From an optimization exercise on the open Yosys and OpenROAD flow, aimed at small area and a short achievable clock period; shortcuts taken in it are not production practice. The RTL was checked by simulation tests, not by an equivalence proof against the original design.

==> run Z <==
==> flow/design.v <==
module alu (input [7:0] b, a,
            input [2:0] op,
            output reg [7:0] y);
wire       sub = op[0];
wire [7:0] bx  = b ^ {8{sub}};
wire [7:0] sum = a + bx + {7'b0, sub};
wire [7:0] rsn = (|b[7:3]) ? 8'b0 : (a >> b[2:0]);
always @*
begin
    case (op)
        3'd0: y = a | b;
        3'd1: y = a & b;
        3'd2: y = ~a;
        3'd3: y = a ^ b;
        3'd4, 3'd5: y = sum;
        3'd6: y = b;
        default: y = rsn;
    endcase
end
endmodule
module pc (input clk, reset, jump, freeze,
           input [7:0] jmpaddr,
           output reg [7:0] data);
always @(posedge clk)
begin
    if (reset)
        data <= 8'b0;
    else if (jump)
        data <= jmpaddr;
    else if (!freeze)
        data <= data + 8'd1;
end
endmodule
module regfile (input clk, reset, we,
                input [1:0] wsel, rsel1, rsel2,
                input [7:0] wdata,
                output [7:0] read1, read2, v1, v2);
reg [7:0] r0, r1, r2, r3;
wire [7:0] d = reset ? 8'b0 : wdata;
always @(posedge clk)
begin
    if (reset || (we && wsel == 2'd0)) r0 <= d;
    if (reset || (we && wsel == 2'd1)) r1 <= d;
    if (reset || (we && wsel == 2'd2)) r2 <= d;
    if (reset || (we && wsel == 2'd3)) r3 <= d;
end
function [7:0] sel4(input [1:0] s, input [7:0] x0, x1, x2, x3);
    case (s)
        2'd0: sel4 = x0;
        2'd1: sel4 = x1;
        2'd2: sel4 = x2;
        default: sel4 = x3;
    endcase
endfunction
assign read1 = sel4(rsel1, r0, r1, r2, r3);
assign read2 = sel4(rsel2, r0, r1, r2, r3);
assign v1    = reset ? 8'b0 : r0;
assign v2    = reset ? 8'b0 : r1;
endmodule
module control (input clk, reset, interrupt,
                input [7:0] datamem_data, datamem_address, usermem_data_in,
                input [7:0] read1, read2, alu_out,
                output [1:0] rsel1, rsel2, wsel,
                output we,
                output [7:0] wdata,
                output reg [7:0] usermem_address, usermem_data_out, pc_jmpaddr,
                output reg rw,
                output pc_jump, pc_freeze);
localparam S0   = 3'd0;   
localparam S1   = 3'd1;   
localparam S2J  = 3'd2;   
localparam S2S  = 3'd3;   
localparam S3   = 3'd4;   
localparam S4   = 3'd5;   
localparam S56  = 3'd6;   
reg [2:0] stage;
reg [7:0] sp;
reg [7:0] regdata;           
reg [3:0] ins;               
wire [7:0] dd = datamem_data;
wire [3:0] hi = dd[7:4];
wire s0  = (stage == S0);
wire s1  = (stage == S1);
wire s4  = (stage == S4);
wire s56 = (stage == S56);
wire run = !interrupt && !reset;
wire rst = !interrupt && reset;   
wire eq  = (read1 == read2);
wire op_alu  = !dd[7];
wire op_jmp  = (hi == 4'h9);
wire op_call = (hi == 4'ha);
wire op_b    = (hi == 4'hb);
wire op_rts  = op_b && dd[3:0] == 4'h0;
wire op_stsp = op_b && dd[3:0] == 4'h1;
wire op_pop  = op_b && dd[3:0] == 4'h2;
wire op_ldsp = op_b && dd[3:0] == 4'h4;
wire op_push = op_b && dd[3:0] == 4'h8;
wire op_ieq  = (hi == 4'hc);
wire op_ine  = (hi == 4'hd);
wire op_two  = dd[7] && !dd[4] && !dd[5] && !dd[6] || (hi == 4'he) || (hi == 4'hf);
wire ins_ld  = (ins[3:2] == 2'b00);
wire ins_st  = (ins[3:2] == 2'b10);
wire ins_lum = (ins[3:2] == 2'b11);
assign rsel1 = dd[3:2];
assign rsel2 = dd[1:0];
assign wsel  = s1 ? ins[1:0] : dd[1:0];
assign pc_jump   = (stage == S2J) || s4;
assign pc_freeze = s56;
assign we    = !interrupt && ((s0 && (op_alu || op_stsp)) || (s1 && !ins_st));
assign wdata = s1 ? (ins_ld ? dd : regdata) : (dd[7] ? sp : alu_out);
wire       sp_dec = dd[4] && !dd[3];         
wire [7:0] sp_pm  = sp + {{7{sp_dec}}, 1'b1};
always @(posedge clk)
begin
    ins <= {dd[5:4], dd[1:0]};
    if (!interrupt && s0)
        usermem_data_out <= (!dd[6] && !dd[4]) ? datamem_address : read1;
    if (interrupt || reset || (s0 && (op_jmp || op_call)) || s4)
        pc_jmpaddr <= interrupt ? 8'hfd : reset ? 8'h00 : s4 ? usermem_data_in : read2;
    if (rst || (run && ((s0 && (op_alu || op_stsp)) || (s1 && ins_ld) || s56)))
        regdata <= reset ? 8'h00 : s56 ? usermem_data_in : wdata;
    if (rst || (run && s0 && (op_call || op_rts || op_pop || op_push || op_ldsp)))
        sp <= reset ? 8'h00 : op_ldsp ? read1 : sp_pm;
    if (rst || (run && ((s0 && (op_call || op_rts || op_pop || op_push)) || (s1 && !ins_ld))))
        usermem_address <= reset ? 8'h00 : s1 ? dd : op_push ? sp_pm : sp;
    if (!interrupt)
        rw <= !reset && ((s0 && (op_call || op_push)) || (s1 && ins_st));
    if (interrupt || reset)
        stage <= S2J;
    else
        case (stage)
        S0:
            if (op_jmp || op_call)                stage <= S2J;
            else if (op_rts)                      stage <= S4;
            else if (op_pop)                      stage <= S56;
            else if ((op_ieq && eq) || (op_ine && !eq)) stage <= S3;
            else if (op_two)                      stage <= S1;
            else                                  stage <= S0;
        S1:  stage <= ins_lum ? S56 : S0;
        S3:  stage <= (hi <= 4'hd) ? S0 : S2S;
        S4:  stage <= S2J;
        default: stage <= S0;     
        endcase
end
endmodule
module cpu(input clk, reset, interrupt,
           input [7:0] datamem_data, usermem_data_in,
           output [7:0] datamem_address, usermem_address, usermem_data_out,
           output rw,
           output [7:0] v1, v2);
    wire [1:0] rsel1, rsel2, wsel;
    wire [7:0] pc_jumpaddr, wdata, read1, read2, alu_out;
    wire we, pc_jump, pc_freeze;
    pc pc0(clk, reset, pc_jump, pc_freeze, pc_jumpaddr, datamem_address);
    regfile reg0(clk, reset, we, wsel, rsel1, rsel2, wdata, read1, read2, v1, v2);
    alu alu0(read1, read2, datamem_data[6:4], alu_out);
    control cntrl0(clk, reset, interrupt, datamem_data, datamem_address, usermem_data_in,
                   read1, read2, alu_out, rsel1, rsel2, wsel, we, wdata,
                   usermem_address, usermem_data_out, pc_jumpaddr, rw, pc_jump, pc_freeze);
endmodule
==> flow/run.sh <==
#!/bin/bash
# synth_recipe.tcl (not shown) runs the flow's synth.tcl, then flattens the netlist and writes it again
# the make line also repeats each setting of config.mk as NAME=value (left out here)
make -C /OpenROAD-flow-scripts/flow DESIGN_CONFIG=/design/flow/config.mk WORK_HOME=/design/flow/orfs CLKGATE_MAP_FILE= SYNTH_SCRIPT=/design/flow/synth_recipe.tcl finish
==> flow/config.mk <==
export PLATFORM = sky130hd
export DESIGN_NAME = cpu
export DESIGN_NICKNAME = cpu
export VERILOG_FILES = /design/flow/design.v
export SDC_FILE = /design/flow/constraint.sdc
export NUM_CORES = 4
export LEC_CHECK = 0
export CAP_MARGIN = 20
export CORE_MARGIN = 2
export CORE_UTILIZATION = 40
export SETUP_SLACK_MARGIN = 4.4
export SLEW_MARGIN = 20
==> flow/constraint.sdc <==
create_clock -name core_clock -period 8.5 [get_ports {clk}]
set_input_delay 1.7000 -clock core_clock [delete_from_list [all_inputs] [get_ports {clk}]]
set_output_delay 1.7000 -clock core_clock [all_outputs]
set_load 0.01 [all_outputs]
==> run R: changes against run Z <==
--- a/flow/design.v
+++ b/flow/design.v
@@ -4,5 +4,42 @@
 wire       sub = op[0];
 wire [7:0] bx  = b ^ {8{sub}};
-wire [7:0] sum = a + bx + {7'b0, sub};
+wire [7:0] p0  = a ^ bx;
+wire [7:0] g0  = a & bx;
+wire [7:0] g1, p1, g2, p2, g3;
+assign g1[0] = g0[0] | (p0[0] & sub);
+assign p1[0] = 1'b0;
+genvar i;
+generate
+    for (i = 1; i < 8; i = i + 1)
+    begin : l1
+        assign g1[i] = g0[i] | (p0[i] & (i == 1 ? g1[0] : g0[i-1]));
+        assign p1[i] = p0[i] & p0[i-1];
+    end
+    for (i = 0; i < 8; i = i + 1)
+    begin : l2
+        if (i < 2)
+        begin : lo
+            assign g2[i] = g1[i];
+            assign p2[i] = 1'b0;
+        end
+        else
+        begin : hi
+            assign g2[i] = g1[i] | (p1[i] & g1[i-2]);
+            assign p2[i] = p1[i] & p1[i-2];
+        end
+    end
+    for (i = 0; i < 8; i = i + 1)
+    begin : l3
+        if (i < 4)
+        begin : lo
+            assign g3[i] = g2[i];
+        end
+        else
+        begin : hi
+            assign g3[i] = g2[i] | (p2[i] & g2[i-4]);
+        end
+    end
+endgenerate
+wire [7:0] sum = p0 ^ {g3[6:0], sub};
 wire [7:0] rsn = (|b[7:3]) ? 8'b0 : (a >> b[2:0]);
 always @*
@@ -110,5 +147,15 @@
 assign wdata = s1 ? (ins_ld ? dd : regdata) : (dd[7] ? sp : alu_out);
 wire       sp_dec = dd[4] && !dd[3];         
-wire [7:0] sp_pm  = sp + {{7{sp_dec}}, 1'b1};
+wire [7:0] sp_x   = sp ^ {8{sp_dec}};    
+wire [7:0] sp_t;
+assign sp_t[0] = 1'b1;
+genvar k;
+generate
+    for (k = 1; k < 8; k = k + 1)
+    begin : spt
+        assign sp_t[k] = sp_t[k-1] & sp_x[k-1];
+    end
+endgenerate
+wire [7:0] sp_pm  = sp ^ sp_t;
 always @(posedge clk)
 begin
==> flow/flow/run.sh (new file) <==
#!/bin/bash
set -euo pipefail
W=$(pwd)
cat > "$W/flow_synth.tcl" <<EOT
proc abc {args} {
  set i [lsearch -exact \$args -script]
  if {\$i >= 0} { set args [lreplace \$args \$i [expr {\$i + 1}] -script $W/flow/abc.script] }
  puts "flow: abc \$args"
  yosys abc {*}\$args
}
source $W/synth_recipe.tcl
EOT
bash standard.sh "SYNTH_SCRIPT=$W/flow_synth.tcl" "ADDER_MAP_FILE=" \
  "BUFFER_PORTS_ARGS=-buffer_cell sky130_fd_sc_hd__buf_2" finish > layout.log 2>&1
==> flow/flow/abc.script (new file) <==
strash
dch
map -D 2000
topo
buffer -p
upsize -D 2000
dnsize -D 2000
stime -p
==> flow/standard.sh (new file) <==
#!/bin/bash
# synth_recipe.tcl (not shown) runs the flow's synth.tcl, then flattens the netlist and writes it again
# the make line also repeats each setting of config.mk as NAME=value (left out here)
make -C /OpenROAD-flow-scripts/flow DESIGN_CONFIG=/design/flow/config.mk WORK_HOME=/design/flow/orfs CLKGATE_MAP_FILE= SYNTH_SCRIPT=/design/flow/synth_recipe.tcl "${@:-finish}"
Settings changed: CORE_UTILIZATION 40 to 55, CTS_BUF_LIST set to sky130_fd_sc_hd__clkbuf_8, CTS_CLUSTER_SIZE set to 30, PLACE_DENSITY set to 0.8, SETUP_SLACK_MARGIN 4.4 to 4.3.
removed: flow/run.sh
==> run G: changes against run Z <==
==> flow/flow/run.sh (new file) <==
#!/bin/bash
# The standard layout (the standard.sh, unchanged synthesis), with the
# port buffers inserted as plain buf cells instead of the default delay
# buffer cell. ORFS writes each step's full log under orfs/logs; the make
# output goes to layout.log here.
set -euo pipefail
bash standard.sh "BUFFER_PORTS_ARGS=-buffer_cell sky130_fd_sc_hd__buf_2" finish > layout.log 2>&1
==> flow/standard.sh (new file) <==
#!/bin/bash
# synth_recipe.tcl (not shown) runs the flow's synth.tcl, then flattens the netlist and writes it again
# the make line also repeats each setting of config.mk as NAME=value (left out here)
make -C /OpenROAD-flow-scripts/flow DESIGN_CONFIG=/design/flow/config.mk WORK_HOME=/design/flow/orfs CLKGATE_MAP_FILE= SYNTH_SCRIPT=/design/flow/synth_recipe.tcl "${@:-finish}"
Settings changed: SETUP_SLACK_MARGIN 4.4 to 4.0.
removed: flow/run.sh
==> comparison <==
- Hold slack: run G < run R < run Z.
- Wire length, highest first: run Z, run G, run R.
- Of run R and run Z, run R has the higher synthesized cell count (gap 13%, measured against run Z).
- The lowest clock-buffer cell count belongs to run R, the highest to run Z.
- Against run R, the die area of run Z is larger by about 50%.
- The highest critical path depth belongs to run R, the lowest to run G.
- Fmax: run Z > run R > run G.
- Between run G and run Z, the lower final cell count is in run G (gap about 4%, measured against run Z).

-- afterwards: timing with drivers on the ports --
No port has a modelled driver above. Below, the same layouts with a new extraction and two added sets of constraints.
Step 1 assumes that a clkbuf_16 drives the clock port and a buf_2 every other input.
Step 2 also shifts input and output timing later by t, the mid clock arrival at the registers, as if the neighbouring blocks saw the same clock.
a / b / c = no drivers / after step 1 / after step 2; a / b = the first two.
run	t (ns)	setup WS [ns]	slew at the worst register clock pin (ns)
run Z	0.387	4.330 / 4.277 / 3.890	0.07 / 0.07
run R	0.419	4.288 / 4.281 / 3.862	0.11 / 0.11
run G	0.387	4.161 / 4.181 / 3.794	0.07 / 0.07
After both steps every run listed still meets setup and hold. The setup slack of run Z, which loses most, moves by -0.053 ns with the drivers and by -0.440 ns with both steps.
